What follows belongs to an exercise in optimizing a design on an open flow for small area, a short achievable clock period and few clock cycles per item; a production flow would make more cautious choices.
In this exercise RTL edits were held to simulation tests only and were not proved equivalent to the original.

## try-sierra
## murmur_multi
module murmur_multi#(
    parameter NUM_HASHER = 4
)(
    input logic clk,
    input logic resetn,
    output logic [NUM_HASHER-1:0] in_ready,
    input logic [NUM_HASHER-1:0] [63:0] in_data,
    input logic [NUM_HASHER-1:0] in_valid,
    input logic [NUM_HASHER-1:0] in_last_processed,
    input logic [NUM_HASHER-1:0] [63:0] in_serialnum,
    input logic [NUM_HASHER-1:0] out_ready,
    output logic [NUM_HASHER-1:0] [63:0] out_tuple,
    output logic [NUM_HASHER-1:0] [31:0] out_tag,
    output logic [NUM_HASHER-1:0] out_valid,
    output logic [NUM_HASHER-1:0] out_last_processed,
    output logic [NUM_HASHER-1:0] [63:0] out_serialnum
    );
for (genvar i = 0; i < NUM_HASHER; i = i + 1) begin : lane
    logic [95:0] out_data;
    murmur murmur_inst (
            .clk(clk),
            .resetn(resetn),
            .in_ready(in_ready[i]),
            .in_data(in_data[i]),
            .in_valid(in_valid[i]),
            .in_last_processed(in_last_processed[i]),
            .in_serialnum(in_serialnum[i]),
            .out_ready(out_ready[i]),
            .out_valid(out_valid[i]),
            .out_data(out_data),
            .out_last_processed(out_last_processed[i]),
            .out_serialnum(out_serialnum[i])
        );
    assign out_tuple[i] = out_data[63:0];
    assign out_tag[i] = out_data[95:64];
end
endmodule
==> flow/config.mk <==
export PLATFORM = sky130hd
export DESIGN_NAME = murmur_multi
export DESIGN_NICKNAME = murmur_multi
export VERILOG_FILES = /design/flow/design.v
export SDC_FILE = /design/flow/constraint.sdc
export NUM_CORES = 4
export LEC_CHECK = 0
export CAP_MARGIN = 20
export CORE_MARGIN = 2
export CORE_UTILIZATION = 65
export CTS_BUF_LIST = sky130_fd_sc_hd__clkbuf_8
export CTS_CLUSTER_SIZE = 30
export SETUP_SLACK_MARGIN = 0.8
export SLEW_MARGIN = 20
export SYNTH_HIERARCHICAL = 1
export SYNTH_MINIMUM_KEEP_SIZE = 0
==> flow/constraint.sdc <==
create_clock -name core_clock -period 8.0 [get_ports {clk}]
set_input_delay 1.6000 -clock core_clock [delete_from_list [all_inputs] [get_ports {clk}]]
set_output_delay 1.6000 -clock core_clock [all_outputs]
set_load 0.01 [all_outputs]
standard.sh (not shown) runs the stock make flow with config.mk's settings and CLKGATE_MAP_FILE= SYNTH_SCRIPT=/design/flow/synth_recipe.tcl, a recipe that flattens the netlist after the stock synthesis.
==> flow/flow/run.sh <==
#!/bin/bash
# The standard layout, with plain buf_1 cells as the port buffers (buffer_ports
# otherwise picks clkdlybuf4s50_1 delay cells). Every port is still buffered.
set -euo pipefail
export BUFFER_PORTS_ARGS="-buffer_cell sky130_fd_sc_hd__buf_1"
bash standard.sh > standard.log 2>&1
try-sierra terminated abnormally: 3_2_place_iop reported PPL-0024.
Testbench counts of try-sierra, summed over its fixed seeds: cycles 12,008, items 48,000.
The inputs of try-quartz differ from those of try-sierra as listed below.
# try-sierra
export LEC_CHECK = 0
export CAP_MARGIN = 20
export CORE_MARGIN = 2
export CORE_UTILIZATION = 65
export CTS_BUF_LIST = sky130_fd_sc_hd__clkbuf_8
export CTS_CLUSTER_SIZE = 30
export SETUP_SLACK_MARGIN = 0.8
export SLEW_MARGIN = 20
export SYNTH_HIERARCHICAL = 1
export SYNTH_MINIMUM_KEEP_SIZE = 0
create_clock -name core_clock -period 8.0 [get_ports {clk}]
# try-quartz
export LEC_CHECK = 0
export CAP_MARGIN = 20
export CORE_MARGIN = 2
export CORE_UTILIZATION = 58
export SETUP_SLACK_MARGIN = 0.6
export SLEW_MARGIN = 20
export SYNTH_HIERARCHICAL = 1
export SYNTH_MINIMUM_KEEP_SIZE = 0
create_clock -name core_clock -period 8.0 [get_ports {clk}]
try-sierra and try-quartz ended up with nearly the same fraction of registers with async set or reset after synthesis. Taking try-sierra as the reference, in try-quartz area fraction in compound gates after synthesis about even, horizontal die dimension shows an increase of about 6%, part of the Yosys area used for sequential elements has remained practically unchanged. try-quartz | ERROR | 3_2_place_iop. From try-sierra to try-quartz, arithmetic-cell share of the synthesized area counting full adders, half adders and majority gates did not move at all. From try-sierra to try-quartz the numbers moved as follows: synthesized cell count roughly the same; average footprint of a synthesized cell roughly the same. Total number of placement rows in try-quartz is 6 higher than in try-sierra. try-quartz against try-sierra: number of enable flip-flop cells after synthesis closely matched the old numbers, vertical die dimension now larger, effective utilization at floorplan went down.
--- input diff try-quartz..try-tundra ---
# try-quartz
export LEC_CHECK = 0
export CAP_MARGIN = 20
export CORE_MARGIN = 2
export CORE_UTILIZATION = 58
export SETUP_SLACK_MARGIN = 0.6
export SLEW_MARGIN = 20
export SYNTH_HIERARCHICAL = 1
export SYNTH_MINIMUM_KEEP_SIZE = 0
create_clock -name core_clock -period 8.0 [get_ports {clk}]
# try-tundra
export LEC_CHECK = 0
export CAP_MARGIN = 20
export CORE_MARGIN = 2
export CORE_UTILIZATION = 55
export CTS_BUF_LIST = sky130_fd_sc_hd__clkbuf_8
export CTS_CLUSTER_SIZE = 30
export SETUP_SLACK_MARGIN = 0.8
export SLEW_MARGIN = 20
export SYNTH_HIERARCHICAL = 1
export SYNTH_MINIMUM_KEEP_SIZE = 0
create_clock -name core_clock -period 8.0 [get_ports {clk}]
--- outcome ---
try-tundra: all stages complete, timing, DRC and antenna checks passed
try-quartz: it failed with a tool error in 3_2_place_iop, so there are no final results.
Synthesized cell count came out exactly the same in try-quartz and try-tundra.
Summary of try-tundra over try-quartz: synthesized flop and latch total level, starting density of the core -3.4 points, standard-cell row count up about 3.4%, die height increased about 2.7%.
Edits applied to the flow inputs when going from try-tundra to try-raven:
# try-tundra
export LEC_CHECK = 0
export CAP_MARGIN = 20
export CORE_MARGIN = 2
export CORE_UTILIZATION = 55
export CTS_BUF_LIST = sky130_fd_sc_hd__clkbuf_8
export CTS_CLUSTER_SIZE = 30
export SETUP_SLACK_MARGIN = 0.8
export SLEW_MARGIN = 20
export SYNTH_HIERARCHICAL = 1
export SYNTH_MINIMUM_KEEP_SIZE = 0
create_clock -name core_clock -period 8.0 [get_ports {clk}]
# try-raven
export LEC_CHECK = 0
export CAP_MARGIN = 20
export CORE_MARGIN = 2
export CORE_UTILIZATION = 55
export SETUP_SLACK_MARGIN = 0.8
export SLEW_MARGIN = 20
export SYNTH_HIERARCHICAL = 1
export SYNTH_MINIMUM_KEEP_SIZE = 0
create_clock -name core_clock -period 8.0 [get_ports {clk}]
==> comparison <==
try-raven: number of vias per cell higher than try-tundra. In try-raven the proportion of cell area spent on the clock network turned out 0.23 points higher than in try-tundra. In try-raven the first-pass GRT wire length turned out about 0.7% lower than in try-tundra. As far as total number of tap cells goes, try-tundra and try-raven are indistinguishable; the numbers are identical. From try-tundra to try-raven, deepest clock path buffer count did not move at all.


Starting RTL as in the previous note.
export LEC_CHECK = 0
export CAP_MARGIN = 20
export CORE_MARGIN = 2
export CORE_UTILIZATION = 55
export SETUP_SLACK_MARGIN = 0.6
export SLEW_MARGIN = 20
export SYNTH_HIERARCHICAL = 1
export SYNTH_MINIMUM_KEEP_SIZE = 0
create_clock -name core_clock -period 8.0 [get_ports {clk}]
Scripts as last shown in full above: flow/flow/run.sh
Testbench counts at the start, summed over its fixed seeds: cycles 12,008, items 48,000.
Edit:
Settings changed: TNS_END_PERCENT from default to 10.
- wire length stays flat
- via count came out lower by 0.53%
- first-iteration DRC count came out higher by 3.2%
- fmax came out lower by 1.1%
- die area stays the same
- global-route usage barely changes
Edit:
Settings changed: SETUP_SLACK_MARGIN 0.6 to 0.9.
After rerunning: Wire length increases by 0.94%. Final area increases by 1.6%. Via count increases by 1.2%. Fmax increases by 2.4%. Synthesized cell count does not change. Count of clock-buffer cells in the layout does not change. Non-clock buffer count increases by 42. Setup slack improves by 0.18 ns.


murmur_multi, a different RTL version from the one above (not shown whole).
Size: ~3,700 cells after synthesis, roughly 650 flip-flops.
clock: 8.0 ns
lec_check: 0
cap_margin: 20
core_margin: 2
core_utilization: 50
setup_slack_margin: 0.9
slew_margin: 20
synth_hierarchical: 1
synth_minimum_keep_size: 0
tns_end_percent: 10
Scripts as last shown in full above: flow/flow/run.sh
Testbench counts at the start, summed over its fixed seeds: cycles 12,008, items 48,000.
Rerun with:
- CORE_UTILIZATION: 50 -> 55
- SETUP_SLACK_MARGIN: 0.9 -> 1.2
=> Critical path depth drops by 1; hold slack is better by 0.034 ns; worst setup slack degrades by 0.0077 ns; via count goes up by a few percent; maximum frequency is about the same; register-to-register slack gets worse by 0.05 ns; count of clock-buffer cells in the layout drops by 6; routed wire length came out higher by about a fifth.
Rerun with:
- SETUP_SLACK_MARGIN: 1.2 -> 0.6
After rerunning: The changed run passed the timing, DRC and antenna checks; routed wire length decreases slightly; design area decreases by a few percent; setup slack got worse by 0.30 ns; count of clock-buffer cells in the layout is unchanged; non-clock buffer count decreases by 78; register-to-register slack got worse by 0.02 ns; maximum frequency decreases by a few percent; hold slack is about the same.


JK:
murmur_multi again, from the RTL that the note above started with.
Design murmur_multi, start of the top module:
module murmur_multi#(
    parameter NUM_HASHER = 4
)(
    input logic clk,
    input logic resetn,
    output logic [NUM_HASHER-1:0] in_ready,
    input logic [NUM_HASHER-1:0] [63:0] in_data,
    input logic [NUM_HASHER-1:0] in_valid,
    input logic [NUM_HASHER-1:0] in_last_processed,
    input logic [NUM_HASHER-1:0] [63:0] in_serialnum,
    input logic [NUM_HASHER-1:0] out_ready,
    output logic [NUM_HASHER-1:0] [63:0] out_tuple,
    output logic [NUM_HASHER-1:0] [31:0] out_tag,
    output logic [NUM_HASHER-1:0] out_valid,
    output logic [NUM_HASHER-1:0] out_last_processed,
    output logic [NUM_HASHER-1:0] [63:0] out_serialnum
    );
for (genvar i = 0; i < NUM_HASHER; i = i + 1) begin : lane
    logic [95:0] out_data;
    murmur murmur_inst (
            .clk(clk),
            .resetn(resetn),
            .in_ready(in_ready[i]),
            .in_data(in_data[i]),
            .in_valid(in_valid[i]),
            .in_last_processed(in_last_processed[i]),
            .in_serialnum(in_serialnum[i]),
            .out_ready(out_ready[i]),
            .out_valid(out_valid[i]),
            .out_data(out_data),
            .out_last_processed(out_last_processed[i]),
            .out_serialnum(out_serialnum[i])
        );
  ...
==> flow/config.mk <==
export PLATFORM = sky130hd
export DESIGN_NAME = murmur_multi
export DESIGN_NICKNAME = murmur_multi
export VERILOG_FILES = /design/flow/design.v
export SDC_FILE = /design/flow/constraint.sdc
export NUM_CORES = 4
export LEC_CHECK = 0
export CAP_MARGIN = 20
export CORE_MARGIN = 2
export CORE_UTILIZATION = 55
export SETUP_SLACK_MARGIN = 1.05
export SLEW_MARGIN = 20
export SYNTH_HIERARCHICAL = 1
export SYNTH_MINIMUM_KEEP_SIZE = 0
export TNS_END_PERCENT = 10
==> flow/constraint.sdc <==
create_clock -name core_clock -period 8.0 [get_ports {clk}]
set_input_delay 1.6000 -clock core_clock [delete_from_list [all_inputs] [get_ports {clk}]]
set_output_delay 1.6000 -clock core_clock [all_outputs]
set_load 0.01 [all_outputs]
Scripts as last shown in full above: flow/flow/run.sh
Testbench counts of JK, summed over its fixed seeds: cycles 12,008, items 48,000.
--- input diff JK..MS ---
--- a/flow/config.mk
+++ b/flow/config.mk
@@ -9,5 +9,5 @@
 export CORE_MARGIN = 2
 export CORE_UTILIZATION = 55
-export SETUP_SLACK_MARGIN = 1.05
+export SETUP_SLACK_MARGIN = 0.9
 export SLEW_MARGIN = 20
 export SYNTH_HIERARCHICAL = 1
--- outcome ---
Compared with JK, in MS clock period minus worst slack has increased, CTS clock-pin slew for the worst setup and hold paths has remained practically unchanged, number of non-clock buffers in the layout has decreased. [MS vs JK] setup slack: lower in MS. MS | stages: all done | timing, DRC, antenna: all pass. Post-CTS setup buffer count of MS falls short of that of JK by more than 10%.

-- re-timing with driven ports --
Ports are ideal in the flow. The routed layouts listed here were re-timed in OpenROAD. Step 1, drivers: a clkbuf_16 drives clk and a buf_2 each remaining input, both assumed. Step 2 times the ports against the registers' clock, not the clock port: input delays grow and output delays shrink by t, the midpoint of the rising clock arrivals with the driver on. a / b / c = ideal / step 1 / step 2; a / b = the first two.
run | shift t [ns] | setup WS [ns] | worst setup path at the end | latest minus earliest clock arrival (ns)
try-tundra | 0.875 | 0.658 / 0.574 / 0.664 | input to register | 0.067 / 0.067
try-raven | 0.734 | 0.642 / 0.557 / 0.671 | input to register | 0.066 / 0.066
the first run of note 2 | 0.730 | 0.622 / 0.535 / 0.704 | input to register | 0.055 / 0.055
the second run of note 2 | 0.736 | 0.538 / 0.452 / 0.690 | input to register | 0.065 / 0.065
the third run of note 2 | 0.740 | 0.717 / 0.630 / 0.667 | input to register | 0.066 / 0.066
the first run of note 3 | 0.760 | 0.915 / 0.830 / 0.568 | input to register | 0.038 / 0.037
the second run of note 3 | 0.748 | 0.907 / 0.825 / 0.676 | input to register | 0.053 / 0.053
the third run of note 3 | 0.749 | 0.602 / 0.517 / 0.645 | input to register | 0.046 / 0.046
JK | 0.746 | 0.905 / 0.819 / 0.646 | input to register | 0.044 / 0.044
MS | 0.746 | 0.901 / 0.817 / 0.680 | input to register | 0.052 / 0.051
After both steps setup and hold are still met in every run listed. For the first run of note 3, which loses most, drivers alone change the setup slack by -0.085 ns; drivers and shift together by -0.347 ns.
